What follows belongs to an exercise in optimizing a design on an open flow for small area and a short achievable clock period; a production flow would make more cautious choices.
RTL that was checked went through simulation tests only; none was proved equivalent to the original.
No functional check of the RTL was part of runs 1 to 3.
Power figures rest on the tool's default switching activity, not on a simulated workload.

[run.sh]
#!/bin/bash
# synth_recipe.tcl (not shown) runs the flow's synth.tcl, then flattens the netlist and writes it again
# the make line also repeats each setting of config.mk as NAME=value (left out here)
make -C /OpenROAD-flow-scripts/flow DESIGN_CONFIG=/design/flow/config.mk WORK_HOME=/design/flow/orfs CLKGATE_MAP_FILE= SYNTH_SCRIPT=/design/flow/synth_recipe.tcl finish
[config.mk]
export PLATFORM = sky130hd
export DESIGN_NAME = commit_fifo
export DESIGN_NICKNAME = commit_fifo
export VERILOG_FILES = /design/flow/design.v
export SDC_FILE = /design/flow/constraint.sdc
export NUM_CORES = 4
export LEC_CHECK = 0
export CAP_MARGIN = 20
export CORE_MARGIN = 2
export CORE_UTILIZATION = 65
export SETUP_SLACK_MARGIN = 3.0
export SLEW_MARGIN = 20
[constraint.sdc]
create_clock -name core_clock -period 5.0 [get_ports {clk}]
set_input_delay 1.0000 -clock core_clock [delete_from_list [all_inputs] [get_ports {clk}]]
set_output_delay 1.0000 -clock core_clock [all_outputs]
set_load 0.01 [all_outputs]
[design.v]
module commit_fifo #(
    parameter int P_ADDR_WIDTH = 5,
    parameter int P_DATA_WIDTH = 32
) (
    input  logic                    clk,
    input  logic                    rst,
    input  logic                    wr_en,
    input  logic                    commit,
    input  logic [P_DATA_WIDTH-1:0] data_in,
    output logic                    full,
    input  logic                    rd_en,
    output logic [P_DATA_WIDTH-1:0] data_out,
    output logic                    empty
);
localparam int N = 2**P_ADDR_WIDTH;
logic [P_DATA_WIDTH-1:0] ram [N];
logic [P_ADDR_WIDTH:0] waddr_q;
logic [P_ADDR_WIDTH:0] waddr_commit;
logic [P_ADDR_WIDTH:0] raddr_q;
logic [N-1:0]          rsel_q;       
logic [N-1:0]          wsel_q;       
logic                  full_q;       
logic                  not_full_q;   
logic                  empty_p;      
logic                  discarding;
logic                  output_slot_avail;   
logic                  slot_used_q;         
logic [P_ADDR_WIDTH:0] waddr_inc;
logic [P_ADDR_WIDTH:0] raddr_inc;
logic                  occ_m1;       
logic                  ccnt_full;    
logic                  ccnt_one;     
assign waddr_inc = waddr_q + 1'b1;
assign raddr_inc = raddr_q + 1'b1;
assign occ_m1    = (waddr_inc    ^ raddr_q) == {1'b1, {P_ADDR_WIDTH{1'b0}}};
assign ccnt_full = (waddr_commit ^ raddr_q) == {1'b1, {P_ADDR_WIDTH{1'b0}}};
assign ccnt_one  = waddr_commit == raddr_inc;
logic ready, adv, wr_ok, wr_drop, wr_commit, full_next, avail_next;
assign ready     = rd_en || !slot_used_q;
assign adv       = ready && !empty_p;
assign wr_ok     = wr_en && not_full_q && !discarding;
assign wr_drop   = wr_en && !(not_full_q && !discarding);
assign wr_commit = wr_ok && commit;
assign full_next  = !rst && !adv && (wr_ok ? occ_m1 : wr_drop ? ccnt_full : !not_full_q);
assign avail_next = rst || (empty_p && ready);
assign full  = full_q;
assign empty = output_slot_avail;
logic [N-1:0] wsel_next;
always_comb
    for (int i = 0; i < N; i++)
        if (rst)
            wsel_next[i] = i == 0;
        else if (wr_drop)
            wsel_next[i] = waddr_commit[P_ADDR_WIDTH-1:0] == i;
        else if (wr_ok)
            wsel_next[i] = wsel_q[(i+N-1)%N];
        else
            wsel_next[i] = wsel_q[i];
always_ff @(posedge clk)
    wsel_q <= wsel_next;
for (genvar i = 0; i < N; i++) begin : g_ram
    always_ff @(posedge clk)
        if (not_full_q && wsel_q[i])
            ram[i] <= data_in;
end
logic [P_DATA_WIDTH-1:0] rdata;
always_comb begin
    rdata = '0;
    for (int i = 0; i < N; i++)
        rdata = rdata | ({P_DATA_WIDTH{rsel_q[i]}} & ram[i]);
end
always_ff @(posedge clk) begin
    full_q            <= full_next;
    not_full_q        <= !full_next;
    output_slot_avail <= avail_next;
    slot_used_q       <= !avail_next;
end
always_ff @(posedge clk)
    if (rst) begin
        discarding        <= 1'b0;
        waddr_q           <= '0;
        waddr_commit      <= '0;
        raddr_q           <= '0;
        rsel_q            <= {{(N-1){1'b0}}, 1'b1};
        empty_p           <= 1'b1;
    end else begin
        if (wr_en)
            discarding <= !commit && !(not_full_q && !discarding);
        if (wr_drop)
            waddr_q <= waddr_commit;
        else if (wr_ok)
            waddr_q <= waddr_inc;
        if (wr_commit)
            waddr_commit <= waddr_inc;
        if (adv) begin
            raddr_q <= raddr_inc;
            rsel_q  <= {rsel_q[N-2:0], rsel_q[N-1]};
        end
        empty_p <= !wr_commit && (adv ? ccnt_one : empty_p);
    end
logic [P_DATA_WIDTH-1:0] data_hold;
logic hold;
assign hold = slot_used_q && !rd_en;    
always_ff @(posedge clk)
    if (!hold)
        data_hold <= rdata;
always_ff @(posedge clk)
    data_out <= ready ? rdata : data_hold;
endmodule
==> flow_metrics.py, run 1 <==
metrics = {
    "critical_path": {
        "crit_slowest_cell": "dfxtp_4",
        "max_stage_delay_ns": 0.39,
        "r2r_start": "not_full_q",
        "worst_r2r_endpoint": "ram[28][0]",
        "critPathMaxFanout": 1,
        "r2r_slack_ns": 2.94,
        "crit_family": "flip-flops",
        "critPathKind": "reg -> out",
        "crit_buf_inv": 1,
        "crit_chain": "buf_6",
        "startpoint_type": "flop",
        "r2r_cells": 2,
        "required_ns": 4.00,
        "worstPathArrival_ns": 1.17,
        "critPathCaptureType": "output port",
    },
    "clock_network": {
        "clk_latency_ns": 0.68,
        "cts_buffers": 112,
        "cts.clk_slew.worst_paths_ns": 0.06,
        "clock-sinks": 1176,
        "root_buffer": "clkbuf_16",
        "clk_path_buf_depth": 3,
        "cts_hold_buf": 0,
        "cts_tree": "yes",
        "h-tree-depth": 3,
    },
    "global_routing": {
        "grt_overflow": 0,
        "track_usage_pct": 42.4,
        "antenna_found_initial": 4,
        "grt_max_degree": 45,
        "grt_pass1_wl_um": 195000,
        "grt_pass1_vias": 24800,
    },
    "synthesis": {
        "ys_ff_latch": 1176,
        "synthTopCellsByArea": "edfxtp_1 (73%), a22oi_1 (8.2%), dfxtp_1 (5.6%)",
        "synth_top_area_share_pct": 73.4,
        "synth.largest_area_cell": "edfxtp_1",
        "synth_enable_flop_cells": 1056,
        "syn_area_per_cell_um2": 17.8,
        "yosysSeqAreaShare_pct": 79.0,
        "syn_inst": 2420,
        "synth_nets": 2459,
        "synth_cell_type_count": 43,
        "synth_warnings": 2,
        "syn_area_um2": 43200,
        "ys_async_sr_fraction_pct": 0,
        "ys.flop_type": "edfxtp_1",
    },
    "floorplanning": {
        "die_area_um2": 68500,
        "dieWidth_um": 262,
        "die-height_um": 262,
        "core_area_um2": 65700,
        "initial_core_util_pct": 65.7,
        "io_pins": 71,
        "fp-row-count": 94,
    },
    "route": {
        "route.antenna.remaining_nets": 0,
        "wl_met1_um": 50400,
        "route.detailed.wl_per_inst_um": 41.2,
        "drtIter0Drc": 5183,
        "routed_wirelength_um": 147000,
        "dr.pass1.iters": 6,
        "drc": 0,
        "met2WireLength_um": 64700,
        "top_layer_used": "met5",
        "vias_per_cell": 7.62,
        "num_vias": 27200,
        "met3_length_um": 22500,
    },
    "pwr": {
        "p_clk_share_pct": 40.3,
        "p_leak_nw": 16.2,
        "switchingPower_mw": 4.45,
        "seqPwrFrac_pct": 54.6,
        "combPwrFrac_pct": 5.2,
        "internal_power_mw": 16.2,
        "powerDensity_nw_per_um2": 415,
        "peakVddDrop_uv": 455,
        "swShare_pct": 21.5,
    },
    "sta": {
        "finalCritPeriodShare_pct": 43.5,
        "layout_setup_ws_ns": 2.83,
        "hold_viol": 0,
        "setup_viol": 0,
        "holdWs_ns": 0.476,
        "worst_slew_pin_slew_ns": 1.11,
        "max_freq_mhz": 460,
        "slew_headroom_pct": 25.6,
        "rsz0062_at_grt": "yes",
        "maxSlewViolCount": 0,
        "final.setup_skew_ns": 0.0199,
        "fin_setup_tns_ns": 0,
        "period_needed_ns": 2.17,
    },
    "placed_design": {
        "place_congestion": 0.826,
        "placed_cell_area_um2": 44200,
        "dpl_worst_slack_ns": 1.64,
        "portBuffers": 70,
        "dpl.hpwl_um": 66200,
    },
    "min_path": {
        "hp-class": "reg -> reg",
        "hold_start": "data_hold[4]",
        "hold_end": "data_out[4]",
        "min_path_cells": 1,
    },
    "layout": {
        "drive_gt1_share_pct": 21.9,
        "n_fill_cell": 3737,
        "finalInstanceArea_um2": 49700,
        "area_growth_pct": 15.0,
        "final_nets": 2634,
        "final_util_pct": 75.6,
    },
    "outcome": {
        "status": "timing/DRC/antenna clean",
    },
    "run": {
        "timing.max_cap.violations": 0,
    },
}
-- cell usage in the layout (no fill, tap or decap), types with 8 or more instances in the layout --
cell type | netlist | final
clkinv_2 | 0 | 25
buf_6 | 81 | 26
or4_4 | 32 | 32
a21oi_1 | 45 | 45
xor2_1 | 10 | 10
a221oi_1 | 31 | 31
clkbuf_1 | 52 | 30
clkinv_1 | 0 | 23
buf_4 | 9 | 85
clkbuf_8 | 0 | 8
buf_12 | 0 | 44
and2_2 | 0 | 14
a22oi_2 | 44 | 64
edfxtp_1 | 1056 | 1056
dfxtp_2 | 0 | 17
nor2_1 | 56 | 55
buf_2 | 29 | 20
a22oi_1 | 470 | 450
clkdlybuf4s50_1 | 0 | 30
and2_4 | 0 | 29
and3_1 | 18 | 17
nand2_1 | 80 | 80
clkbuf_16 | 0 | 116
dfxtp_1 | 120 | 69
dfxtp_4 | 0 | 34
bufinv_16 | 0 | 9
nand4_1 | 130 | 130
xnor2_1 | 13 | 13
mux2_4 | 31 | 31
nor3_1 | 21 | 19
-- metal layers --
layer / GRT usage (%) / vias to the layer above
met1: 60.0 / 13800
li1: - / 10300
met3: 9.79 / 538
met2: 63.8 / 2541
met4: 19.6 / 4
met5: 0 / -
-- worst max path at each step --
stage	start	endpoint	slack [ns]	depth (start not counted)
floorplan	rd_en	data_out[10]	2.87	4
global placement	rd_en	rsel_q[16]	1.70	6
detailed placement	rd_en	rsel_q[16]	1.64	6
CTS	data_out[31]	data_out[31]	2.83	1
global route	data_out[31]	data_out[31]	2.81	1
finish	data_out[31]	data_out[31]	2.83	1
-- power by group through the flow --
stage	logic (mW)	clock network (mW)	registers, mW
6_report	1.06	8.31	11.3
5_1_grt	1.09	8.68	11.3
4_1_cts	1.00	8.29	11.2
3_5_place_dp	0.959	0	11.5
3_3_place_gp	0.939	0	11.4
2_1_floorplan	0.437	0	11.4
-- Yosys cell counts, types with 31 or more instances --
master and instances:
a21oi_1 45, a221oi_1 31, a22oi_1 470, a22oi_2 44, and2_1 32, buf_6 81
clkbuf_1 52, dfxtp_1 120, edfxtp_1 1056, mux2_4 31, nand2_1 80, nand4_1 130
nor2_1 56, or4_4 32
-- logic make-up (layout without fill, tap and decap cells) --
| group | Yosys count | after routing | synth area share, % |
|---|---|---|---|
| compound gates | 609 | 609 | 10.9 |
| buf+inv | 182 | 443 | 3.20 |
| mux | 32 | 32 | 1.10 |
| xor+xnor | 24 | 24 | 0.518 |
| other cells | 0 | 6 | 0 |
| flops | 1176 | 1176 | 79.0 |
| fa+ha+maj | 2 | 2 | 0.0579 |
| simple gates | 395 | 409 | 5.23 |
-- final cells by class --
| type | instances | area, um^2 | area share (%) |
|---|---|---|---|
| repair buffers | 225 | 2680 | 5.40 |
| flip-flops and latches | 1176 | 34300 | 69.0 |
| multi-input cells | 1076 | 8040 | 16.2 |
| clock inverters | 64 | 566 | 1.14 |
| diodes | 6 | 15.0 | 0.0302 |
| inverters | 4 | 15.0 | 0.0302 |
| clock buffers | 150 | 3030 | 6.09 |
| well taps | 864 | 1080 | 2.18 |
-- sequential cells by signal (all words and copies together), names as in the netlist, 6 cells and up --
name and flops:
waddr_commit 6, waddr_q 6, data_out 32, data_hold 32
wsel_q 32, ram 1024, raddr_q 6, rsel_q 32
-- worst reg2reg max path, delay by kind of cell, from the launching register on --
family	cells	cell delay (ns)
buffers and inverters	1	0.47
AND/OR/NAND/NOR	1	0.60
flip-flops	1	0.60
-- through the flow --
stage / total power [mW] / std cells
3_3_place_gp: 12.4 / 3241
3_5_place_dp: 12.4 / 3242
5_1_grt: 21.0 / 3559
2_1_floorplan: 11.9 / 2420
4_1_cts: 20.5 / 3545
6_report: 20.6 / 3565
-- what timing repair did --
item / 4_1_cts / 5_1_grt
gates cloned: 18 / 5
buffers inserted: 71 / 9
pin swaps: 23 / 7
resized for setup: 303 / 41
setup endpoints to repair: 1197 / 115
==> inputs of run 2 (changes only) <==
--- a/design.v
+++ b/design.v
@@ -19,3 +19,3 @@
 logic [P_ADDR_WIDTH:0] raddr_q;
-logic [N-1:0]          rsel_q;       
+logic [N-1:0]          rsel_n;       
 logic [N-1:0]          wsel_q;       
@@ -67,5 +67,5 @@
 always_comb begin
-    rdata = '0;
+    rdata = '1;
     for (int i = 0; i < N; i++)
-        rdata = rdata | ({P_DATA_WIDTH{rsel_q[i]}} & ram[i]);
+        rdata = rdata & ({P_DATA_WIDTH{rsel_n[i]}} | ram[i]);
 end
@@ -83,3 +83,3 @@
         raddr_q           <= '0;
-        rsel_q            <= {{(N-1){1'b0}}, 1'b1};
+        rsel_n            <= {{(N-1){1'b1}}, 1'b0};
         empty_p           <= 1'b1;
@@ -96,3 +96,3 @@
             raddr_q <= raddr_inc;
-            rsel_q  <= {rsel_q[N-2:0], rsel_q[N-1]};
+            rsel_n  <= {rsel_n[N-2:0], rsel_n[N-1]};
         end
==> flow_metrics.py, run 2 <==
metrics = {
    "critical_path": {
        "crit_chain": "buf_6",
        "startpoint_type": "flop",
        "critPathCaptureType": "output port",
        "crit_buf_inv": 1,
        "worstPathArrival_ns": 1.16,
        "required_ns": 4.00,
        "crit_family": "flip-flops",
        "critPathMaxFanout": 1,
        "crit_slowest_cell": "dfxtp_4",
        "critPathKind": "reg -> out",
        "max_stage_delay_ns": 0.37,
    },
    "placed_design": {
        "dpl.hpwl_um": 65700,
        "place_congestion": 0.821,
        "post-place-cells": 3321,
        "dpl_worst_slack_ns": 1.83,
        "portBuffers": 70,
    },
    "clock_network": {
        "clock-sinks": 1176,
        "cts.clk_slew.worst_paths_ns": 0.06,
        "cts_tree": "yes",
        "cts_buffers": 110,
        "h-tree-depth": 3,
        "cts_hold_buf": 0,
        "clk_path_buf_depth": 3,
        "root_buffer": "clkbuf_16",
        "clk_latency_ns": 0.68,
    },
    "layout": {
        "final_util_pct": 76.9,
        "largest_reg_flops": 1024,
        "final_common_cell": "edfxtp_1",
        "n_fill_cell": 3617,
        "final_nets": 2749,
        "largest_register": "ram",
        "area_growth_pct": 16.7,
        "drive_gt1_share_pct": 18.1,
        "layout_common_cells": "edfxtp_1 (1056), o22ai_1 (512), nand2_1 (188), nor4_1 (126), buf_4 (119)",
        "layout.cells.non_filler": 3659,
    },
    "synthesis": {
        "ys_ff_latch": 1176,
        "synth_warnings": 2,
        "syn_inst": 2516,
        "ys.flop_type": "edfxtp_1",
        "synthTopCellsByArea": "edfxtp_1 (76%), o22ai_1 (7.7%), dfxtp_1 (5.8%)",
        "synth_nets": 2555,
        "synth_cell_type_count": 43,
        "syn_area_um2": 41700,
        "yosysMostFrequentCell": "edfxtp_1",
        "synth_enable_flop_cells": 1056,
        "synth_top_area_share_pct": 76.0,
        "ys_async_sr_fraction_pct": 0,
        "synth.largest_area_cell": "edfxtp_1",
        "yosysSeqAreaShare_pct": 81.8,
        "syn_area_per_cell_um2": 16.6,
        "synthTopCellsByCount": "edfxtp_1 (1056), o22ai_1 (512), nand2_1 (188)",
    },
    "global_routing": {
        "grt_overflow": 0,
        "grt_max_degree": 88,
        "grt_pass1_wl_um": 196000,
        "track_usage_pct": 43.7,
        "antenna_found_initial": 5,
        "grt_pass1_vias": 25200,
    },
    "pwr": {
        "finalPower_mw": 22.5,
        "powerDensity_nw_per_um2": 462,
        "p_leak_nw": 16.3,
        "peakVddDrop_uv": 363,
    },
    "floorplanning": {
        "initial_core_util_pct": 65.9,
        "die_area_um2": 66200,
        "core_area_um2": 63300,
        "fp-row-count": 92,
        "die-height_um": 257,
        "io_pins": 71,
        "dieWidth_um": 257,
    },
    "route": {
        "drc": 0,
        "route.detailed.wl_per_inst_um": 39.7,
        "vias_per_cell": 7.46,
        "num_vias": 27300,
        "route.antenna.remaining_nets": 0,
        "dr.pass1.iters": 5,
        "drtIter0Drc": 4840,
        "routed_wirelength_um": 145000,
    },
    "sta": {
        "finalCritPeriodShare_pct": 43.2,
        "worst_slew_pin_slew_ns": 1.11,
        "fin_setup_tns_ns": 0,
        "period_needed_ns": 2.16,
        "setup_viol": 0,
        "max_freq_mhz": 463,
        "slew_headroom_pct": 26.0,
        "rsz0062_at_grt": "yes",
        "hold_viol": 0,
        "final.setup_skew_ns": 0.0234,
        "maxSlewViolCount": 0,
        "layout_setup_ws_ns": 2.84,
    },
    "run": {
        "timing.max_cap.violations": 0,
    },
    "outcome": {
        "status": "timing/DRC/antenna clean",
    },
    "min_path": {
        "hp-class": "reg -> reg",
    },
}
==> run 2: area by class of cell <==
class	count	area, um^2	area share, %
sequential	1176	34300	70.4
multi-input combinational	1167	7080	14.5
clock buffer	161	3170	6.51
timing repair buffer	252	2660	5.46
tap	846	1060	2.17
clock inverter	48	413	0.848
antenna	6	15.0	0.0308
inverter	3	13.8	0.0283
==> run 2: power breakdown <==
part | switching (mW) | leakage, nW | internal (mW)
combinational | 1.72 | 3.71 | 0.783
sequential | 0.321 | 10.8 | 11.4
clock | 3.57 | 1.76 | 4.70
total | 5.61 | 16.3 | 16.9
==> run 2: kinds of logic after synthesis <==
logic type	count (synthesis)	synth area share, %
AOI/OAI and AO/OA	608	9.13
xor gates and xnor gates	25	0.543
adders and majority gates	2	0.0600
buffers and inverters	182	1.84
DFF	1176	81.8
muxes	2	0.0480
and+or+nand+nor	521	6.60
==> run 2: layer usage <==
layer	vias up	global-route usage (%)	routed length (um)	share of wire [%]
li1	10600	-	-	-
met1	13400	58.6	47600	33
met2	2740	64.6	64200	44
met3	566	14.0	24300	17
met4	8	23.2	9140	6.3
met5	-	0	53	0.036
==> run 2: path summary, 6_finish.rpt <==
| check | startpoint | cells past startpoint | slack, ns | end |
|---|---|---|---|---|
| min | data_hold[23] | 2 | 0.43 | data_out[23] |
| max reg2reg | rsel_n[25] | 6 | 2.95 | data_out[31] |
| min reg2reg | data_hold[23] | 2 | 0.43 | data_out[23] |
| max | data_out[27] | 1 | 2.84 | data_out[27] |
==> run 2: repair_timing <==
action / CTS / global route
setup endpoints to repair: 1234 / 101
gates cloned: 9 / 1
gates resized for setup: 271 / 31
pin swaps: 19 / 1
buffers inserted: 69 / 44
==> run 2: stage by stage <==
step,cell area (um^2),hold WS [ns]
global placement,43300,0.414
finish,48700,0.434
detailed placement,43300,0.423
floorplan,41700,0.408
CTS,48100,0.437
global route,48700,0.453
==> inputs of run 3 (changes only) <==
--- a/config.mk
+++ b/config.mk
@@ -10,3 +10,3 @@
 export CORE_UTILIZATION = 65
-export SETUP_SLACK_MARGIN = 3.0
+export SETUP_SLACK_MARGIN = 2.85
 export SLEW_MARGIN = 20
==> flow_metrics.py, run 3 <==
metrics = {
    "critical_path": {
        "critPathCaptureType": "flop",
        "crit_buf_inv": 0,
        "path_common_cell": "nand2_1",
        "max_stage_delay_ns": 0.95,
        "r2r_start": "rsel_n[18]",
        "critPathKind": "reg -> reg",
        "crit_family": "simple AND/OR/NAND/NOR gates",
        "startpoint_type": "flop",
        "worst_r2r_endpoint": "data_out[1]",
        "crit_chain": "o22ai_1 > nor4_1 > and4_1 > nand2_1 > nand2_1",
        "r2r_slack_ns": 2.81,
        "worstPathArrival_ns": 2.80,
        "required_ns": 5.62,
        "r2r_cells": 5,
        "path_depth": 5,
        "crit_start": "rsel_n[18]",
        "critPathMaxFanout": 34,
        "crit_slowest_cell": "dfxtp_4",
        "crit_path_end": "data_out[1]",
    },
    "sta": {
        "worst_slew_pin_slew_ns": 1.13,
        "final.setup_skew_ns": 0.0240,
        "holdWs_ns": 0.435,
        "fin_setup_tns_ns": 0,
        "max_freq_mhz": 457,
        "slew_headroom_pct": 24.5,
        "rsz0062_at_grt": "yes",
        "setup_viol": 0,
        "layout_setup_ws_ns": 2.81,
        "maxSlewViolCount": 0,
        "hold_viol": 0,
        "period_needed_ns": 2.19,
        "finalCritPeriodShare_pct": 43.7,
    },
    "route": {
        "dr.pass1.iters": 6,
        "route.detailed.wl_per_inst_um": 38.7,
        "vias_per_cell": 7.38,
        "routed_wirelength_um": 139000,
        "num_vias": 26500,
        "drc": 0,
        "route.antenna.remaining_nets": 0,
        "drtIter0Drc": 4869,
    },
    "placed_design": {
        "portBuffers": 70,
        "place_congestion": 0.839,
        "dpl.hpwl_um": 66800,
        "dpl_worst_slack_ns": 1.86,
    },
    "synthesis": {
        "yosysSeqAreaShare_pct": 81.8,
        "syn_area_um2": 41700,
        "synth_warnings": 2,
        "yosysMostFrequentCell": "edfxtp_1",
        "syn_inst": 2516,
        "synth_cell_type_count": 43,
        "synth_nets": 2555,
        "synthTopCellsByArea": "edfxtp_1 (76%), o22ai_1 (7.7%), dfxtp_1 (5.8%)",
        "synth_enable_flop_cells": 1056,
        "synth_top_area_share_pct": 76.0,
        "ys.flop_type": "edfxtp_1",
        "synthTopCellsByCount": "edfxtp_1 (1056), o22ai_1 (512), nand2_1 (188)",
        "ys_ff_latch": 1176,
        "syn_area_per_cell_um2": 16.6,
        "synth.largest_area_cell": "edfxtp_1",
        "ys_async_sr_fraction_pct": 0,
    },
    "global_routing": {
        "grt_overflow": 0,
        "grt_max_degree": 88,
        "grt_pass1_wl_um": 185000,
        "antenna_found_initial": 1,
        "grt_pass1_vias": 24300,
        "track_usage_pct": 40.9,
    },
    "pwr": {
        "swShare_pct": 24.5,
        "combPwrFrac_pct": 9.5,
        "seqPwrFrac_pct": 52.2,
        "internal_power_mw": 17.1,
        "peakVddDrop_uv": 466,
        "p_clk_share_pct": 38.3,
        "p_leak_nw": 16.0,
        "powerDensity_nw_per_um2": 473,
        "switchingPower_mw": 5.56,
    },
    "layout": {
        "n_fill_cell": 3686,
        "final_nets": 2681,
        "final_common_cell": "edfxtp_1",
        "area_growth_pct": 14.9,
        "drive_gt1_share_pct": 15.7,
        "layout_common_cells": "edfxtp_1 (1056), o22ai_1 (512), nand2_1 (188), nor4_1 (131), clkbuf_16 (117)",
        "largest_reg_flops": 1024,
        "largest_register": "ram",
    },
    "clock_network": {
        "cts_buffers": 111,
        "h-tree-depth": 3,
        "cts_hold_buf": 0,
        "cts.clk_slew.worst_paths_ns": 0.06,
        "clock-sinks": 1176,
        "clk_latency_ns": 0.67,
        "cts_tree": "yes",
        "clk_path_buf_depth": 3,
        "root_buffer": "clkbuf_16",
    },
    "floorplanning": {
        "die-height_um": 257,
        "die_area_um2": 66200,
        "fp-row-count": 92,
        "core_area_um2": 63300,
        "dieWidth_um": 257,
        "io_pins": 71,
        "initial_core_util_pct": 65.9,
    },
    "run": {
        "timing.max_cap.violations": 0,
    },
    "outcome": {
        "status": "timing/DRC/antenna clean",
    },
    "min_path": {
        "hp-class": "reg -> reg",
    },
}
[run 3: cell counts after synthesis]
Identical to the previous run, type by type.
[run 3: final cells by class]
class,instances,area (um^2),share of cell area [%]
well taps,846,1060,2.21
clock inverters,62,668,1.39
flip-flops and latches,1176,34200,71.5
multi-input cells,1158,6940,14.5
clock buffers,149,3150,6.56
inverters,3,12.5,0.0261
repair buffers,192,1850,3.86
diodes,2,5.00,0.0104
[run 3: worst min-delay path by stage]
| stage | start | end | slack, ns | cells past startpoint |
|---|---|---|---|---|
| after floorplan | data_hold[0] | data_out[0] | 0.41 | 2 |
| after global placement | data_hold[7] | data_out[7] | 0.42 | 2 |
| after detailed placement | data_hold[24] | data_out[24] | 0.42 | 2 |
| after CTS | data_hold[18] | data_out[18] | 0.44 | 2 |
| after global routing | data_hold[4] | data_out[4] | 0.46 | 2 |
| final | data_hold[24] | data_out[24] | 0.44 | 2 |
[run 3: power groups by stage]
stage                     Clock [mW]  Sequential, mW  Combinational (mW)
after CTS                       8.67            11.9                1.90
after detailed placement           0            12.1                1.81
final                           8.70            11.8                2.15
after global routing            9.05            11.9                2.20
after global placement             0            12.1                1.78
after floorplan                    0            11.7                1.04
[run 3: what timing repair did]
item / CTS / global route
buffers inserted: 21 / 32
endpoints found under the setup margin: 1216 / 66
gates resized for setup: 219 / 17
pin swaps: 9 / 0
[run 3: metal layers]
| layer | wire [um] | global-route usage (%) | vias to the layer above | part of all wire [%] |
|---|---|---|---|---|
| met3 | 23200 | 10.5 | 438 | 17 |
| met4 | 6940 | 15.4 | 0 | 5.0 |
| met5 | 0 | 0 | - | 0 |
| met1 | 46600 | 57.9 | 13100 | 34 |
| li1 | - | - | 10400 | - |
| met2 | 62100 | 62.3 | 2515 | 45 |
[run 3: kinds of logic after synthesis]
kind of cell / synth area share [%]
flops: 81.8
compound gates: 9.13
simple gates: 6.60
buf+inv: 1.84
xor+xnor: 0.543
mux: 0.0480
fa+ha+maj: 0.0600
[run 3: through the flow]
stage / util [%] / area (um^2) / power [mW] / std cells
5_1_grt: 75.7 / 47900 / 23.1 / 3587
4_1_cts: 75.0 / 47500 / 22.4 / 3554
6_report: 75.7 / 47900 / 22.7 / 3588
3_5_place_dp: 68.4 / 43300 / 13.9 / 3322
3_3_place_gp: 68.4 / 43300 / 13.9 / 3322
2_1_floorplan: - / 41700 / 12.8 / 2516
[run 3: worst reg2reg max path, stage by stage (launching register included)]
cell and delay [ns]:
dfxtp_4 0.95, o22ai_1 0.17, nor4_1 0.42, and4_1 0.43, nand2_1 0.09, nand2_1 0.09
==> inputs of run 4 (changes only) <==
--- a/design.v
+++ b/design.v
@@ -52,2 +52,4 @@
             wsel_next[i] = i == 0;
+        else if (full_next)
+            wsel_next[i] = 1'b0;
         else if (wr_drop)
@@ -56,2 +58,4 @@
             wsel_next[i] = wsel_q[(i+N-1)%N];
+        else if (!not_full_q)
+            wsel_next[i] = !rsel_n[i];
         else
@@ -62,3 +66,3 @@
     always_ff @(posedge clk)
-        if (not_full_q && wsel_q[i])
+        if (wsel_q[i])
             ram[i] <= data_in;
--- a/config.mk
+++ b/config.mk
@@ -10,2 +10,4 @@
 export CORE_UTILIZATION = 65
+export CTS_CLUSTER_DIAMETER = 100
+export CTS_CLUSTER_SIZE = 30
 export SETUP_SLACK_MARGIN = 2.85
==> flow_metrics.py, run 4 <==
metrics = {
    "outcome": {
        "status": "timing/DRC/antenna clean",
    },
    "floorplanning": {
        "die_area_um2": 66400,
        "io_pins": 71,
        "fp-row-count": 93,
        "dieWidth_um": 258,
        "core_area_um2": 64100,
        "die-height_um": 258,
        "initial_core_util_pct": 65.3,
    },
    "layout": {
        "n_fill_cell": 4071,
        "layout_common_cells": "edfxtp_1 (1056), o22ai_1 (531), nand2_1 (180), nor4_1 (147), buf_4 (70)",
        "largest_register": "ram",
        "final_common_cell": "edfxtp_1",
        "multi_input_area_um2": 7050,
        "area_growth_pct": 9.41,
        "drive_gt1_share_pct": 12.2,
        "layout.cells.non_filler": 3477,
        "regArea_um2": 34300,
        "final_nets": 2623,
        "largest_reg_flops": 1024,
    },
    "synthesis": {
        "synth_enable_flop_cells": 1056,
        "synth_cell_type_count": 53,
        "synthTopCellsByCount": "edfxtp_1 (1056), o22ai_1 (531), nand2_1 (181)",
        "yosys.area_share.simple_pct": 5.81,
        "synth_mux_area_share_pct": 0,
        "synth_nets": 2567,
        "syn_area_um2": 41900,
        "synth_xor_xnor_area_share_pct": 0.634,
        "synth_warnings": 2,
        "ys_async_sr_fraction_pct": 0,
        "synthAdderAreaFrac_pct": 0.0598,
        "synth_top_family_by_area": "compound AO/OA/AOI/OAI gates",
        "synthTopCellsByArea": "edfxtp_1 (76%), o22ai_1 (7.9%), dfxtp_1 (5.7%)",
        "yosysMostFrequentCell": "edfxtp_1",
        "syn_area_per_cell_um2": 16.6,
        "ys_ff_latch": 1176,
        "ys.flop_type": "edfxtp_1",
        "synth-compound-area-share_pct": 10.0,
        "synth.largest_area_cell": "edfxtp_1",
        "synth_top_area_share_pct": 75.8,
        "syn_inst": 2528,
        "yosysSeqAreaShare_pct": 81.5,
    },
    "route": {
        "vias_per_cell": 7.63,
        "dr.pass1.iters": 6,
        "route.antenna.remaining_nets": 0,
        "drtIter0Drc": 5233,
        "route.detailed.wl_per_inst_um": 40.7,
        "drc": 0,
        "routed_wirelength_um": 141000,
        "num_vias": 26500,
    },
    "pwr": {
        "powerDensity_nw_per_um2": 421,
        "peakVddDrop_uv": 338,
        "p_leak_nw": 14.8,
    },
    "sta": {
        "finalCritPeriodShare_pct": 43.1,
        "slew_headroom_pct": 28.4,
        "maxSlewViolCount": 0,
        "setup_viol": 0,
        "final.setup_skew_ns": 0.0351,
        "hold_viol": 0,
        "period_needed_ns": 2.16,
        "max_freq_mhz": 464,
        "fin_setup_tns_ns": 0,
        "rsz0062_at_grt": "yes",
        "worst_slew_pin_slew_ns": 1.07,
        "layout_setup_ws_ns": 2.84,
    },
    "critical_path": {
        "crit_family": "flip-flops",
        "crit_buf_inv": 1,
        "required_ns": 4.00,
        "worstPathArrival_ns": 1.16,
        "r2r_cells": 6,
        "max_stage_delay_ns": 0.41,
        "critPathMaxFanout": 1,
        "critPathCaptureType": "output port",
        "critPathKind": "reg -> out",
        "path_depth": 1,
        "startpoint_type": "flop",
        "crit_slowest_cell": "dfxtp_4",
        "crit_chain": "buf_6",
    },
    "min_path": {
        "hp-class": "reg -> reg",
        "min_path_cells": 2,
    },
    "placed_design": {
        "dpl.hpwl_um": 61400,
        "dpl_worst_slack_ns": 1.11,
        "place_congestion": 0.846,
        "post-place-cells": 3337,
        "portBuffers": 70,
    },
    "clock_network": {
        "clock-sinks": 1176,
        "cts_buffers": 45,
        "clk_path_buf_depth": 3,
        "clk_latency_ns": 0.65,
        "h-tree-depth": 2,
        "root_buffer": "clkbuf_16",
        "cts_tree": "yes",
        "cts.clk_slew.worst_paths_ns": 0.11,
    },
    "global_routing": {
        "grt_overflow": 0,
        "grt_pass1_vias": 23800,
        "track_usage_pct": 41.0,
        "grt_pass1_wl_um": 186000,
        "antenna_found_initial": 3,
        "grt_max_degree": 67,
    },
    "run": {
        "timing.max_cap.violations": 0,
    },
}
## run 4: cell types whose count changed after synthesis, moves of 16 or more
cell      previous run  this run
a211oi_1            22         6
a21oi_1             39        63
a21oi_2              0        19
a22oi_1             19         3
and2_1              33         6
nand3_1             10        39
nand3b_1            32         0
nor2_1              65        38
nor4_1             132       151
o22ai_1            512       531
## run 4: metrics by stage
step	area, um^2	hold slack (ns)	util (%)	total power [mW]
after CTS	45300	0.442	70.7	19.0
after global routing	45800	0.467	71.4	19.7
after global placement	43500	0.414	67.8	14.5
final	45800	0.440	71.4	19.3
after floorplan	41900	0.408	-	13.2
after detailed placement	43500	0.416	67.8	14.6
## run 4: cell type report
| cell class | instances | area share (%) |
|---|---|---|
| Sequential cell | 1176 | 74.9 |
| Multi-Input combinational cell | 1163 | 15.4 |
| Timing Repair Buffer | 191 | 4.49 |
| Clock buffer | 80 | 2.77 |
| Tap cell | 855 | 2.34 |
| Clock inverter | 1 | 0.0656 |
| Inverter | 7 | 0.0628 |
| Antenna cell | 4 | 0.0219 |
## run 4: path summary, 6_finish.rpt
kind | to | slack [ns] | startpoint
max | data_out[24] | 2.84 | data_out[24]
min | data_out[26] | 0.44 | data_hold[26]
max reg2reg | data_out[8] | 2.87 | rsel_n[11]
min reg2reg | data_out[26] | 0.44 | data_hold[26]
## run 4: tightest hold or removal path, stage by stage, from the launching register on
cell and delay [ns]:
edfxtp_1 0.34, nand2_1 0.05, nand2_1 0.04
## run 4: cell families (layout without fill, tap and decap cells)
logic type | Yosys count | after routing
DFF | 1176 | 1176
buffers and inverters | 191 | 279
xor gates and xnor gates | 27 | 27
and+or+nand+nor | 471 | 471
AOI/OAI and AO/OA | 661 | 663
other | 0 | 4
adders and majority gates | 2 | 2
## run 4: per-layer routing
layer	share of wire (%)	track usage, %	vias up
met5	0.019	0	-
met3	17	8.50	449
met1	34	59.4	13200
met2	44	63.2	2510
met4	5.2	14.7	4
li1	-	-	10300
## run 4: power by group
group / leakage, nW / switching, mW / internal [mW] / total (mW)
clock network: 0.613 / 2.82 / 1.76 / 4.59
registers: 10.9 / 0.598 / 11.7 / 12.3
logic: 3.28 / 1.74 / 0.689 / 2.43
## run 4: what timing repair did
item | 4_1_cts | 5_1_grt
hold buffers | 0 | 0
setup endpoints to repair | 199 | 91
buffers inserted | 25 | 24
gates cloned | 4 | 2
hold endpoints to repair | 0 | 0
pin swaps | 5 | 2
gates resized for setup | 202 | 28
==> inputs of run 5 (changes only) <==
--- a/config.mk
+++ b/config.mk
@@ -10,5 +10,5 @@
 export CORE_UTILIZATION = 65
-export CTS_CLUSTER_DIAMETER = 100
-export CTS_CLUSTER_SIZE = 30
-export SETUP_SLACK_MARGIN = 2.85
+export CTS_CLUSTER_DIAMETER = 80
+export CTS_CLUSTER_SIZE = 24
+export SETUP_SLACK_MARGIN = 3.0
 export SLEW_MARGIN = 20
==> flow_metrics.py, run 5 <==
metrics = {
    "global_routing": {
        "grt_pass1_vias": 24200,
        "grt_overflow": 0,
        "grt_max_degree": 64,
        "antenna_found_initial": 7,
        "grt_pass1_wl_um": 192000,
        "track_usage_pct": 42.7,
    },
    "synthesis": {
        "synthTopCellsByArea": "edfxtp_1 (76%), o22ai_1 (7.9%), dfxtp_1 (5.7%)",
        "yosysMostFrequentCell": "edfxtp_1",
        "synth_enable_flop_cells": 1056,
        "synth.largest_area_cell": "edfxtp_1",
        "ys_async_sr_fraction_pct": 0,
        "synth_nets": 2567,
        "synth_cell_type_count": 53,
        "ys_ff_latch": 1176,
        "synth_top_area_share_pct": 75.8,
        "ys.flop_type": "edfxtp_1",
        "syn_area_per_cell_um2": 16.6,
        "synthTopCellsByCount": "edfxtp_1 (1056), o22ai_1 (531), nand2_1 (181)",
        "syn_inst": 2528,
        "syn_area_um2": 41900,
        "yosysSeqAreaShare_pct": 81.5,
        "synth_warnings": 2,
    },
    "route": {
        "route.antenna.remaining_nets": 0,
        "drtIter0Drc": 5274,
        "dr.pass1.iters": 6,
        "route.detailed.wl_per_inst_um": 40.1,
        "routed_wirelength_um": 142000,
        "drc": 0,
        "num_vias": 26700,
        "vias_per_cell": 7.53,
    },
    "critical_path": {
        "critPathCaptureType": "output port",
        "r2r_slack_ns": 2.92,
        "crit_start": "data_out[20]",
        "crit_chain": "buf_6",
        "worst_r2r_endpoint": "data_out[11]",
        "startpoint_type": "flop",
        "max_stage_delay_ns": 0.40,
        "crit_buf_inv": 1,
        "crit_family": "flip-flops",
        "crit_slowest_cell": "dfxtp_4",
        "crit_path_end": "data_out[20]",
        "r2r_cells": 5,
        "critPathMaxFanout": 1,
        "r2r_start": "rsel_n[27]",
        "required_ns": 4.00,
        "worstPathArrival_ns": 1.16,
        "path_depth": 1,
        "critPathKind": "reg -> out",
    },
    "floorplanning": {
        "initial_core_util_pct": 65.3,
        "io_pins": 71,
        "die_area_um2": 66400,
        "core_area_um2": 64100,
        "die-height_um": 258,
        "dieWidth_um": 258,
        "fp-row-count": 93,
    },
    "pwr": {
        "peakVddDrop_uv": 338,
        "combPwrFrac_pct": 13.2,
        "swShare_pct": 26.6,
        "p_clk_share_pct": 25.5,
        "seqPwrFrac_pct": 61.3,
        "switchingPower_mw": 5.29,
        "internal_power_mw": 14.6,
        "finalPower_mw": 19.9,
        "powerDensity_nw_per_um2": 425,
        "p_leak_nw": 15.3,
    },
    "placed_design": {
        "place_congestion": 0.860,
        "post-place-cells": 3334,
        "portBuffers": 70,
        "dpl.hpwl_um": 63000,
    },
    "layout": {
        "largest_reg_flops": 1024,
        "final_common_cell": "edfxtp_1",
        "layout_common_cells": "edfxtp_1 (1056), o22ai_1 (531), nand2_1 (181), nor4_1 (147), buf_4 (105)",
        "layout.cells.non_filler": 3546,
        "largest_register": "ram",
        "drive_gt1_share_pct": 15.1,
        "area_growth_pct": 12.0,
        "final_nets": 2687,
    },
    "run": {
        "timing.max_cap.violations": 0,
    },
    "sta": {
        "max_freq_mhz": 464,
        "final.setup_skew_ns": 0.0231,
        "worst_slew_pin_slew_ns": 1.11,
        "rsz0062_at_grt": "yes",
        "fin_setup_tns_ns": 0,
        "finalCritPeriodShare_pct": 43.1,
        "period_needed_ns": 2.16,
        "maxSlewViolCount": 0,
        "slew_headroom_pct": 25.9,
        "setup_viol": 0,
        "hold_viol": 0,
    },
    "min_path": {
        "hp-class": "reg -> reg",
    },
    "clock_network": {
        "cts_hold_buf": 0,
        "cts.clk_slew.worst_paths_ns": 0.09,
        "clk_latency_ns": 0.66,
        "clock-sinks": 1176,
        "root_buffer": "clkbuf_16",
        "h-tree-depth": 2,
        "clk_path_buf_depth": 3,
        "cts_buffers": 55,
        "cts_tree": "yes",
    },
    "outcome": {
        "status": "timing/DRC/antenna clean",
    },
}
==> run 5: final cells by class <==
type	instances	area [um^2]
clock inverters	3	27.5
repair buffers	246	2750
clock buffers	95	1570
repair inverters	1	7.51
multi-input cells	1161	7070
inverters	7	58.8
fillers	3936	17200
flip-flops and latches	1176	34300
well taps	855	1070
diodes	2	5.00
==> run 5: routing by layer <==
layer	share of wire, %	track usage (%)	vias to the layer above
met5	0.055	0	-
met2	45	65.3	2417
li1	-	-	10500
met1	33	59.2	13400
met4	5.5	19.2	10
met3	16	10.7	431
==> run 5: repair_timing <==
action	CTS	global route
hold endpoints to repair	0	0
setup endpoints to repair	198	166
gates cloned	4	1
buffers inserted	60	47
pin swaps	3	3
gates resized for setup	225	36
==> run 5: worst min path at each step <==
| stage | start | end | slack [ns] | depth (start not counted) |
|---|---|---|---|---|
| 6_report | data_hold[21] | data_out[21] | 0.44 | 2 |
| 5_1_grt | data_hold[1] | data_out[1] | 0.46 | 2 |
| 4_1_cts | data_hold[21] | data_out[21] | 0.44 | 2 |
| 3_5_place_dp | data_hold[22] | data_out[22] | 0.42 | 2 |
| 3_3_place_gp | data_hold[1] | data_out[1] | 0.41 | 2 |
| 2_1_floorplan | data_hold[0] | data_out[0] | 0.41 | 2 |
==> run 5: power groups by stage <==
stage	clock, mW	combinational (mW)	sequential [mW]
floorplan	0	0.940	12.3
global placement	0	1.89	12.6
detailed placement	0	1.92	12.7
CTS	5.06	2.31	12.3
global route	5.37	2.67	12.2
finish	5.08	2.62	12.2
==> run 5: tightest hold or removal path, cell delays in order, from the launching register on <==
cell and delay, ns:
edfxtp_1 0.33, nand2_1 0.04, nand2_1 0.04
==> run 5: kinds of logic after synthesis <==
family,after synthesis,synth area share [%]
simple gates,471,5.81
buf+inv,191,1.97
fa+ha+maj,2,0.0598
compound gates,661,10.0
xor+xnor,27,0.634
flops,1176,81.5
==> run 5: stage by stage <==
step / hold slack (ns) / utilization (%) / setup slack (ns) / area [um^2]
after CTS: 0.442 / 72.0 / 2.84 / 46100
after floorplan: 0.408 / - / 2.89 / 41900
after global placement: 0.414 / 67.8 / 1.21 / 43500
after global routing: 0.461 / 73.1 / 2.84 / 46900
after detailed placement: 0.421 / 67.8 / 1.19 / 43500
final: 0.439 / 73.1 / 2.84 / 46900
==> inputs of run 6 (changes only) <==
--- a/design.v
+++ b/design.v
@@ -20,3 +20,2 @@
 logic [N-1:0]          rsel_n;       
-logic [N-1:0]          wsel_q;       
 logic                  full_q;       
@@ -47,22 +46,5 @@
 assign empty = output_slot_avail;
-logic [N-1:0] wsel_next;
-always_comb
-    for (int i = 0; i < N; i++)
-        if (rst)
-            wsel_next[i] = i == 0;
-        else if (full_next)
-            wsel_next[i] = 1'b0;
-        else if (wr_drop)
-            wsel_next[i] = waddr_commit[P_ADDR_WIDTH-1:0] == i;
-        else if (wr_ok)
-            wsel_next[i] = wsel_q[(i+N-1)%N];
-        else if (!not_full_q)
-            wsel_next[i] = !rsel_n[i];
-        else
-            wsel_next[i] = wsel_q[i];
-always_ff @(posedge clk)
-    wsel_q <= wsel_next;
 for (genvar i = 0; i < N; i++) begin : g_ram
     always_ff @(posedge clk)
-        if (wsel_q[i])
+        if (not_full_q && waddr_q[P_ADDR_WIDTH-1:0] == i)
             ram[i] <= data_in;
==> flow_metrics.py, run 6 <==
metrics = {
    "global_routing": {
        "grt_pass1_wl_um": 181000,
        "grt_overflow": 0,
        "track_usage_pct": 42.2,
        "antenna_found_initial": 5,
        "grt_max_degree": 66,
        "grt_pass1_vias": 23000,
    },
    "min_path": {
        "hp-class": "reg -> reg",
    },
    "route": {
        "drtIter0Drc": 4731,
        "vias_per_cell": 7.60,
        "dr.pass1.iters": 6,
        "route.antenna.remaining_nets": 0,
        "drc": 0,
        "route.detailed.wl_per_inst_um": 40.8,
        "routed_wirelength_um": 136000,
        "num_vias": 25200,
    },
    "synthesis": {
        "synthTopCellsByArea": "edfxtp_1 (79%), o22ai_1 (8.0%), dfxtp_1 (4.4%)",
        "syn_inst": 2302,
        "ys_async_sr_fraction_pct": 0,
        "synth_cell_type_count": 45,
        "syn_area_um2": 40300,
        "synth.largest_area_cell": "edfxtp_1",
        "yosysSeqAreaShare_pct": 83.1,
        "synth_enable_flop_cells": 1056,
        "syn_area_per_cell_um2": 17.5,
        "yosysMostFrequentCell": "edfxtp_1",
        "synthTopCellsByCount": "edfxtp_1 (1056), o22ai_1 (512), nor4_1 (129)",
        "synth_warnings": 2,
        "ys_ff_latch": 1144,
        "synth_nets": 2346,
        "ys.flop_type": "edfxtp_1",
        "synth_top_area_share_pct": 78.8,
    },
    "layout": {
        "largest_register": "ram",
        "final_nets": 2528,
        "finalInstanceArea_um2": 46200,
        "final_common_cell": "edfxtp_1",
        "layout_common_cells": "edfxtp_1 (1056), o22ai_1 (512), nor4_1 (120), buf_4 (107), nand2_1 (105)",
        "multi_input_area_um2": 6730,
        "drive_gt1_share_pct": 18.5,
        "layout.cells.non_filler": 3319,
        "regArea_um2": 33600,
        "n_fill_cell": 3609,
        "area_growth_pct": 14.7,
        "largest_reg_flops": 1024,
    },
    "pwr": {
        "peakVddDrop_uv": 321,
        "powerDensity_nw_per_um2": 388,
        "p_leak_nw": 14.7,
    },
    "sta": {
        "slew_headroom_pct": 25.1,
        "hold_viol": 0,
        "finalCritPeriodShare_pct": 43.4,
        "maxSlewViolCount": 0,
        "worst_slew_pin_slew_ns": 1.12,
        "holdWs_ns": 0.430,
        "setup_viol": 0,
        "period_needed_ns": 2.17,
        "final.setup_skew_ns": 0.0344,
        "max_freq_mhz": 461,
        "fin_setup_tns_ns": 0,
        "rsz0062_at_grt": "yes",
        "layout_setup_ws_ns": 2.83,
    },
    "placed_design": {
        "portBuffers": 70,
        "post-place-cells": 3083,
        "placed_cell_area_um2": 42300,
        "dpl.hpwl_um": 65400,
        "place_congestion": 0.825,
        "dpl_worst_slack_ns": 1.64,
    },
    "critical_path": {
        "crit_slowest_cell": "dfxtp_4",
        "max_stage_delay_ns": 0.38,
        "crit_family": "flip-flops",
        "critPathCaptureType": "output port",
        "required_ns": 4.00,
        "startpoint_type": "flop",
        "critPathMaxFanout": 1,
        "worstPathArrival_ns": 1.17,
        "crit_chain": "buf_6",
        "critPathKind": "reg -> out",
        "crit_buf_inv": 1,
    },
    "clock_network": {
        "h-tree-depth": 2,
        "clk_latency_ns": 0.67,
        "clock-sinks": 1144,
        "cts_hold_buf": 0,
        "cts_tree": "yes",
        "root_buffer": "clkbuf_16",
        "cts.clk_slew.worst_paths_ns": 0.10,
        "clk_path_buf_depth": 3,
        "cts_buffers": 54,
    },
    "floorplanning": {
        "io_pins": 71,
        "fp-row-count": 91,
        "core_area_um2": 61500,
        "die-height_um": 253,
        "dieWidth_um": 253,
        "initial_core_util_pct": 65.5,
        "die_area_um2": 63900,
    },
    "run": {
        "timing.max_cap.violations": 0,
    },
    "outcome": {
        "status": "timing/DRC/antenna clean",
    },
}
run 6: changes by cell type after synthesis, moves of 5 or more:
cell / change
a21oi_2: -19
a21oi_1: -56
o32ai_1: -6
buf_2: -12
ha_1: +5
o22ai_1: -19
a211o_1: +31
and2_1: +26
dfxtp_1: -32
nand2_1: -72
nor2_1: +11
nor4_1: -22
nand3_1: -30
run 6: path summary, 6_finish.rpt:
path	startpoint	to	slack, ns	depth (start not counted)
hold / removal	data_hold[0]	data_out[0]	0.43	2
setup / recovery	data_out[3]	data_out[3]	2.83	1
hold reg to reg	data_hold[0]	data_out[0]	0.43	2
setup reg to reg	waddr_q[1]	ram[28][24]	2.94	6
run 6: repair_timing:
| action | 4_1_cts | 5_1_grt |
|---|---|---|
| pin swaps | 33 | 6 |
| cloned | 7 | 6 |
| buffers inserted | 100 | 22 |
| gates resized for setup | 315 | 62 |
| endpoints found under the setup margin | 1154 | 851 |
run 6: logic make-up after synthesis:
logic type      share of synthesized area (%)
flops                                    83.1
simple gates                             5.18
compound gates                           9.12
buf+inv                                  1.70
fa+ha+maj                               0.218
mux                                    0.0746
xor+xnor                                0.556
run 6: area by class of cell:
type / instances / share of cell area [%]
repair buffers: 277 / 6.89
multi-input cells: 999 / 14.6
clock buffers: 94 / 3.34
well taps: 790 / 2.14
inverters: 8 / 0.0705
flip-flops and latches: 1144 / 72.9
clock inverters: 5 / 0.0949
diodes: 2 / 0.0108
run 6: metal layers:
metal  wire [um]  track usage (%)  vias up  share of wire, %
li1            -                -     9764                 -
met1       46600             58.7    12600                34
met2       60000             62.3     2357                44
met3       21000             11.8      464                15
met4        7970             21.1        6               5.9
met5          43                0        -             0.032
run 6: where the power goes:
group	switching, mW	total (mW)	leakage [nW]	internal, mW
clock network	2.86	4.99	0.757	2.13
registers	0.205	10.9	10.4	10.7
logic	1.29	2.02	3.62	0.732
run 6: per-stage QoR:
stage          total power [mW]  utilization, %
2_1_floorplan              11.9               -
3_3_place_gp               12.7            68.7
3_5_place_dp               12.8            68.8
4_1_cts                    17.7            74.0
5_1_grt                    18.3            75.1
6_report                   17.9            75.1
==> inputs of run 7 (changes only) <==
--- a/config.mk
+++ b/config.mk
@@ -9,5 +9,5 @@
 export CORE_MARGIN = 2
-export CORE_UTILIZATION = 65
-export CTS_CLUSTER_DIAMETER = 80
-export CTS_CLUSTER_SIZE = 24
+export CORE_UTILIZATION = 70
+export CTS_CLUSTER_DIAMETER = 90
+export CTS_CLUSTER_SIZE = 27
 export SETUP_SLACK_MARGIN = 3.0
==> flow_metrics.py, run 7 <==
metrics = {
    "outcome": {
        "status": "timing/DRC/antenna clean",
    },
    "pwr": {
        "powerDensity_nw_per_um2": 385,
        "peakVddDrop_uv": 449,
        "finalPower_mw": 17.7,
        "p_leak_nw": 14.7,
    },
    "layout": {
        "drive_gt1_share_pct": 19.0,
        "largest_reg_flops": 1024,
        "multi_input_area_um2": 6670,
        "final_util_pct": 81.2,
        "final_common_cell": "edfxtp_1",
        "regArea_um2": 33600,
        "layout_common_cells": "edfxtp_1 (1056), o22ai_1 (512), buf_4 (150), nor4_1 (123), nand2_1 (105)",
        "final_nets": 2551,
        "n_fill_cell": 2834,
        "area_growth_pct": 14.1,
        "largest_register": "ram",
        "finalInstanceArea_um2": 45900,
    },
    "synthesis": {
        "synth_mux_area_share_pct": 0.0746,
        "syn_inst": 2302,
        "synthTopCellsByCount": "edfxtp_1 (1056), o22ai_1 (512), nor4_1 (129)",
        "synthAdderAreaFrac_pct": 0.218,
        "yosys.area_share.simple_pct": 5.18,
        "syn_area_um2": 40300,
        "synth_xor_xnor_area_share_pct": 0.556,
        "synth_top_area_share_pct": 78.8,
        "synth.largest_area_cell": "edfxtp_1",
        "synthTopCellsByArea": "edfxtp_1 (79%), o22ai_1 (8.0%), dfxtp_1 (4.4%)",
        "synth_cell_type_count": 45,
        "synth-compound-area-share_pct": 9.12,
        "synth_enable_flop_cells": 1056,
        "synth_top_family_by_area": "compound AO/OA/AOI/OAI gates",
        "yosysSeqAreaShare_pct": 83.1,
        "yosysMostFrequentCell": "edfxtp_1",
        "syn_area_per_cell_um2": 17.5,
        "ys_async_sr_fraction_pct": 0,
        "ys.flop_type": "edfxtp_1",
        "ys_ff_latch": 1144,
        "synth_nets": 2346,
        "synth_warnings": 2,
    },
    "critical_path": {
        "crit_family": "flip-flops",
        "max_stage_delay_ns": 0.38,
        "crit_slowest_cell": "dfxtp_4",
        "worstPathArrival_ns": 1.15,
        "critPathMaxFanout": 1,
        "required_ns": 4.00,
        "critPathCaptureType": "output port",
        "critPathKind": "reg -> out",
        "crit_buf_inv": 1,
        "startpoint_type": "flop",
        "crit_chain": "buf_6",
    },
    "sta": {
        "period_needed_ns": 2.15,
        "fin_setup_tns_ns": 0,
        "setup_viol": 0,
        "holdWs_ns": 0.446,
        "rsz0062_at_grt": "yes",
        "finalCritPeriodShare_pct": 43.0,
        "hold_viol": 0,
        "worst_slew_pin_slew_ns": 1.14,
        "maxSlewViolCount": 0,
        "final.setup_skew_ns": 0.0231,
        "slew_headroom_pct": 24.0,
        "max_freq_mhz": 465,
    },
    "route": {
        "drtIter0Drc": 5061,
        "vias_per_cell": 7.83,
        "dr.pass1.iters": 8,
        "drc": 0,
        "num_vias": 25900,
        "route.antenna.remaining_nets": 0,
        "route.detailed.wl_per_inst_um": 41.4,
        "routed_wirelength_um": 137000,
    },
    "global_routing": {
        "grt_pass1_wl_um": 184000,
        "grt_pass1_vias": 23600,
        "grt_max_degree": 66,
        "track_usage_pct": 45.9,
        "antenna_found_initial": 6,
        "grt_overflow": 0,
    },
    "floorplanning": {
        "die-height_um": 244,
        "io_pins": 71,
        "fp-row-count": 87,
        "core_area_um2": 56600,
        "die_area_um2": 59400,
        "dieWidth_um": 244,
        "initial_core_util_pct": 71.1,
    },
    "clock_network": {
        "clock-sinks": 1144,
        "cts_hold_buf": 0,
        "h-tree-depth": 2,
        "clk_latency_ns": 0.65,
        "root_buffer": "clkbuf_16",
        "cts_buffers": 48,
        "cts.clk_slew.worst_paths_ns": 0.10,
        "clk_path_buf_depth": 3,
        "cts_tree": "yes",
    },
    "run": {
        "timing.max_cap.violations": 0,
    },
    "placed_design": {
        "place_congestion": 0.855,
        "placed_cell_area_um2": 42200,
        "dpl.hpwl_um": 65000,
        "portBuffers": 70,
    },
    "min_path": {
        "hp-class": "reg -> reg",
    },
}
==> run 7: cell counts after synthesis <==
No cell type changed its count.
==> run 7: cells by family (layout without fill, tap and decap cells) <==
group,after synthesis,count (layout)
AO/OA/AOI/OAI,575,575
multiplexers,3,3
buffers and inverters,167,403
AND/OR/NAND/NOR,382,388
flip-flops,1144,1144
other,0,4
adder cells (fa/ha/maj),7,7
XOR/XNOR,24,24
==> run 7: area by class of cell <==
type,count,share of cell area (%)
inverters,8,0.0708
well taps,756,2.06
multi-input cells,997,14.5
repair buffers,308,7.01
clock inverters,2,0.0790
flip-flops and latches,1144,73.2
clock buffers,85,3.01
diodes,4,0.0218
==> run 7: per-stage QoR <==
| stage | std cells | setup slack, ns |
|---|---|---|
| floorplan | 2302 | 2.75 |
| global placement | 3039 | 1.47 |
| detailed placement | 3042 | 1.81 |
| CTS | 3270 | 2.84 |
| global route | 3301 | 2.84 |
| finish | 3304 | 2.85 |
==> run 7: worst paths after layout <==
kind                                    start      endpoint  slack (ns)  cells past startpoint
worst max-delay path              data_out[9]   data_out[9]        2.85                      1
worst min-delay path            data_hold[17]  data_out[17]        0.45                      2
worst max register to register     rsel_n[15]  data_out[10]        2.89                      6
worst min register to register  data_hold[17]  data_out[17]        0.45                      2
==> run 7: repair_timing <==
item                        CTS  global route
buffers inserted            137            28
hold endpoints to repair      0             0
gates resized for setup     293            47
pin swaps                    35             3
gates cloned                  4             2
setup endpoints to repair  1173           374
==> run 7: power breakdown <==
part / switching, mW / total [mW] / internal [mW]
Sequential: 0.191 / 10.9 / 10.7
Clock: 2.80 / 4.72 / 1.92
Combinational: 1.35 / 2.08 / 0.730
Total: 4.34 / 17.7 / 13.3
==> run 7: routing by layer <==
layer  vias up  part of all wire (%)  global-route usage (%)
li1       9811                     -                       -
met1     12700                    31                    62.9
met2      2796                    43                    65.1
met3       556                    19                    17.4
met4         6                   6.2                    23.9
met5         -                 0.089                       0
==> inputs of run 8 (changes only) <==
--- a/config.mk
+++ b/config.mk
@@ -9,5 +9,6 @@
 export CORE_MARGIN = 2
-export CORE_UTILIZATION = 70
+export CORE_UTILIZATION = 65
 export CTS_CLUSTER_DIAMETER = 90
 export CTS_CLUSTER_SIZE = 27
+export PLACE_DENSITY = 0.75
 export SETUP_SLACK_MARGIN = 3.0
==> flow_metrics.py, run 8 <==
metrics = {
    "outcome": {
        "status": "timing/DRC/antenna clean",
    },
    "floorplanning": {
        "die_area_um2": 63900,
        "core_area_um2": 61500,
        "initial_core_util_pct": 65.5,
        "dieWidth_um": 253,
        "die-height_um": 253,
        "io_pins": 71,
        "fp-row-count": 91,
    },
    "route": {
        "route.antenna.remaining_nets": 0,
        "vias_per_cell": 7.69,
        "routed_wirelength_um": 133000,
        "drtIter0Drc": 5087,
        "num_vias": 25400,
        "dr.pass1.iters": 6,
        "route.detailed.wl_per_inst_um": 40.1,
        "drc": 0,
    },
    "global_routing": {
        "grt_pass1_vias": 23300,
        "grt_max_degree": 66,
        "grt_overflow": 0,
        "antenna_found_initial": 6,
        "track_usage_pct": 41.1,
        "grt_pass1_wl_um": 177000,
    },
    "critical_path": {
        "worstPathArrival_ns": 1.12,
        "critPathMaxFanout": 1,
        "crit_slowest_cell": "dfxtp_2",
        "required_ns": 4.00,
        "max_stage_delay_ns": 0.35,
        "crit_start": "data_out[14]",
        "r2r_start": "rsel_n[26]",
        "crit_buf_inv": 1,
        "r2r_cells": 6,
        "crit_chain": "buf_6",
        "crit_family": "flip-flops",
        "critPathKind": "reg -> out",
        "startpoint_type": "flop",
        "critPathCaptureType": "output port",
        "path_depth": 1,
    },
    "clock_network": {
        "cts.clk_slew.worst_paths_ns": 0.11,
        "clock-sinks": 1144,
        "clk_path_buf_depth": 3,
        "root_buffer": "clkbuf_16",
        "clk_latency_ns": 0.66,
        "cts_tree": "yes",
        "cts_buffers": 48,
        "h-tree-depth": 2,
        "cts_hold_buf": 0,
    },
    "placed_design": {
        "portBuffers": 70,
        "place_congestion": 0.853,
        "dpl.hpwl_um": 63300,
    },
    "pwr": {
        "p_leak_nw": 14.6,
        "powerDensity_nw_per_um2": 384,
        "peakVddDrop_uv": 501,
    },
    "synthesis": {
        "yosysSeqAreaShare_pct": 83.1,
        "synth_top_area_share_pct": 78.8,
        "syn_area_um2": 40300,
        "ys_async_sr_fraction_pct": 0,
        "yosysMostFrequentCell": "edfxtp_1",
        "synth_enable_flop_cells": 1056,
        "ys_ff_latch": 1144,
        "synth_nets": 2346,
        "synthTopCellsByArea": "edfxtp_1 (79%), o22ai_1 (8.0%), dfxtp_1 (4.4%)",
        "synth.largest_area_cell": "edfxtp_1",
        "syn_inst": 2302,
        "ys.flop_type": "edfxtp_1",
        "syn_area_per_cell_um2": 17.5,
        "synth_cell_type_count": 45,
        "synth_warnings": 2,
        "synthTopCellsByCount": "edfxtp_1 (1056), o22ai_1 (512), nor4_1 (129)",
    },
    "layout": {
        "final_util_pct": 74.7,
        "final_nets": 2519,
        "n_fill_cell": 3418,
        "largest_register": "ram",
        "largest_reg_flops": 1024,
        "drive_gt1_share_pct": 18.0,
        "area_growth_pct": 14.1,
        "layout_common_cells": "edfxtp_1 (1056), o22ai_1 (512), nor4_1 (116), nand2_1 (105), buf_4 (105)",
        "final_common_cell": "edfxtp_1",
    },
    "sta": {
        "maxSlewViolCount": 0,
        "max_freq_mhz": 472,
        "rsz0062_at_grt": "yes",
        "period_needed_ns": 2.12,
        "finalCritPeriodShare_pct": 42.4,
        "hold_viol": 0,
        "setup_viol": 0,
        "fin_setup_tns_ns": 0,
        "final.setup_skew_ns": 0.0337,
        "worst_slew_pin_slew_ns": 1.12,
        "slew_headroom_pct": 24.9,
    },
    "run": {
        "timing.max_cap.violations": 0,
    },
    "min_path": {
        "hp-class": "reg -> reg",
        "min_path_cells": 2,
        "hold_start": "data_hold[0]",
    },
}
## run 8: logic make-up after synthesis
logic type               after synthesis  synth area share (%)
AO/OA/AOI/OAI                        575                  9.12
XOR/XNOR                              24                 0.556
adder cells (fa/ha/maj)                7                 0.218
buffers and inverters                167                  1.70
flip-flops                          1144                  83.1
multiplexers                           3                0.0746
AND/OR/NAND/NOR                      382                  5.18
## run 8: cell type report
class                   instances  area (um^2)  share of cell area, %
flip-flops and latches       1144        33600                   73.2
multi-input cells             999         6770                   14.7
repair buffers                274         3070                   6.69
clock buffers                  88         1390                   3.04
well taps                     790          988                   2.15
inverters                       8         35.0                 0.0763
clock inverters                 2         32.5                 0.0708
diodes                          3         7.51                 0.0163
## run 8: stage by stage
step | worst slack, ns | cell area, um^2 | hold slack [ns] | instances | power [mW]
floorplan | 2.75 | 40600 | 0.408 | 2302 | 11.9
global placement | 1.52 | 42200 | 0.414 | 3071 | 12.7
detailed placement | 1.90 | 42300 | 0.420 | 3076 | 12.7
CTS | 2.88 | 45400 | 0.442 | 3279 | 17.4
global route | 2.87 | 45900 | 0.460 | 3306 | 17.9
finish | 2.88 | 45900 | 0.436 | 3308 | 17.6
## run 8: final timing paths
path,endpoint,slack [ns]
worst min-delay path,data_out[0],0.44
worst max-delay path,data_out[14],2.88
worst min register to register,data_out[0],0.44
worst max register to register,data_out[21],2.90
## run 8: power by group
group | internal, mW | total (mW) | switching [mW]
combinational | 0.700 | 1.98 | 1.28
sequential | 10.7 | 10.9 | 0.204
clock | 1.92 | 4.75 | 2.83
## run 8: metal layers
metal	routed length [um]	track usage, %
met2	58100	60.5
met3	22800	12.8
met4	10800	26.5
met1	40900	53.8
met5	41	0
## run 8: repair_timing
item                       in CTS  in global routing
resized for setup             300                 46
gates cloned                    8                  0
pin swaps                      35                  6
setup buffers                 105                 26
setup endpoints to repair    1171                426

==> what the ideal ports hide <==
The results above use ideal ports. As a check the final layouts listed here were re-extracted and re-timed, cells and wires unchanged. Step 1, drivers: a clkbuf_16 drives clk and a buf_2 each remaining input, both assumed. Step 2 moves the port delays by t, midway between the first and last clock arrival at a register: inputs arrive t later, outputs are due t later. That takes back most of the time a late clock gives input paths. Three values: no drivers, after step 1, after step 2; two values: the first two.
| run | t (ns) | slack for setup (ns) | worst hold slack (ns) | worst data-port slew with drivers (ns) | pins driven straight from the clock port |
|---|---|---|---|---|---|
| run 1 | 0.742 | 2.825 / 2.757 / 2.396 | 0.476 / 0.476 / 0.476 | 0.11 | 1 |
| run 2 | 0.730 | 2.841 / 2.777 / 2.282 | 0.434 / 0.434 / 0.434 | 0.09 | 1 |
| run 3 | 0.726 | 2.814 / 2.799 / 2.347 | 0.435 / 0.435 / 0.435 | 0.11 | 1 |
| run 4 | 0.701 | 2.843 / 2.774 / 2.223 | 0.440 / 0.440 / 0.440 | 0.10 | 1 |
| run 5 | 0.716 | 2.845 / 2.777 / 2.412 | 0.439 / 0.439 / 0.439 | 0.11 | 1 |
| run 6 | 0.719 | 2.832 / 2.767 / 2.350 | 0.430 / 0.430 / 0.430 | 0.10 | 1 |
| run 7 | 0.712 | 2.852 / 2.784 / 2.312 | 0.446 / 0.446 / 0.446 | 0.09 | 1 |
| run 8 | 0.712 | 2.880 / 2.812 / 2.337 | 0.436 / 0.436 / 0.436 | 0.10 | 1 |
After both steps every run listed still meets setup and hold. The setup slack of run 4, which loses most, moves by -0.069 ns with the drivers and by -0.620 ns with both steps.
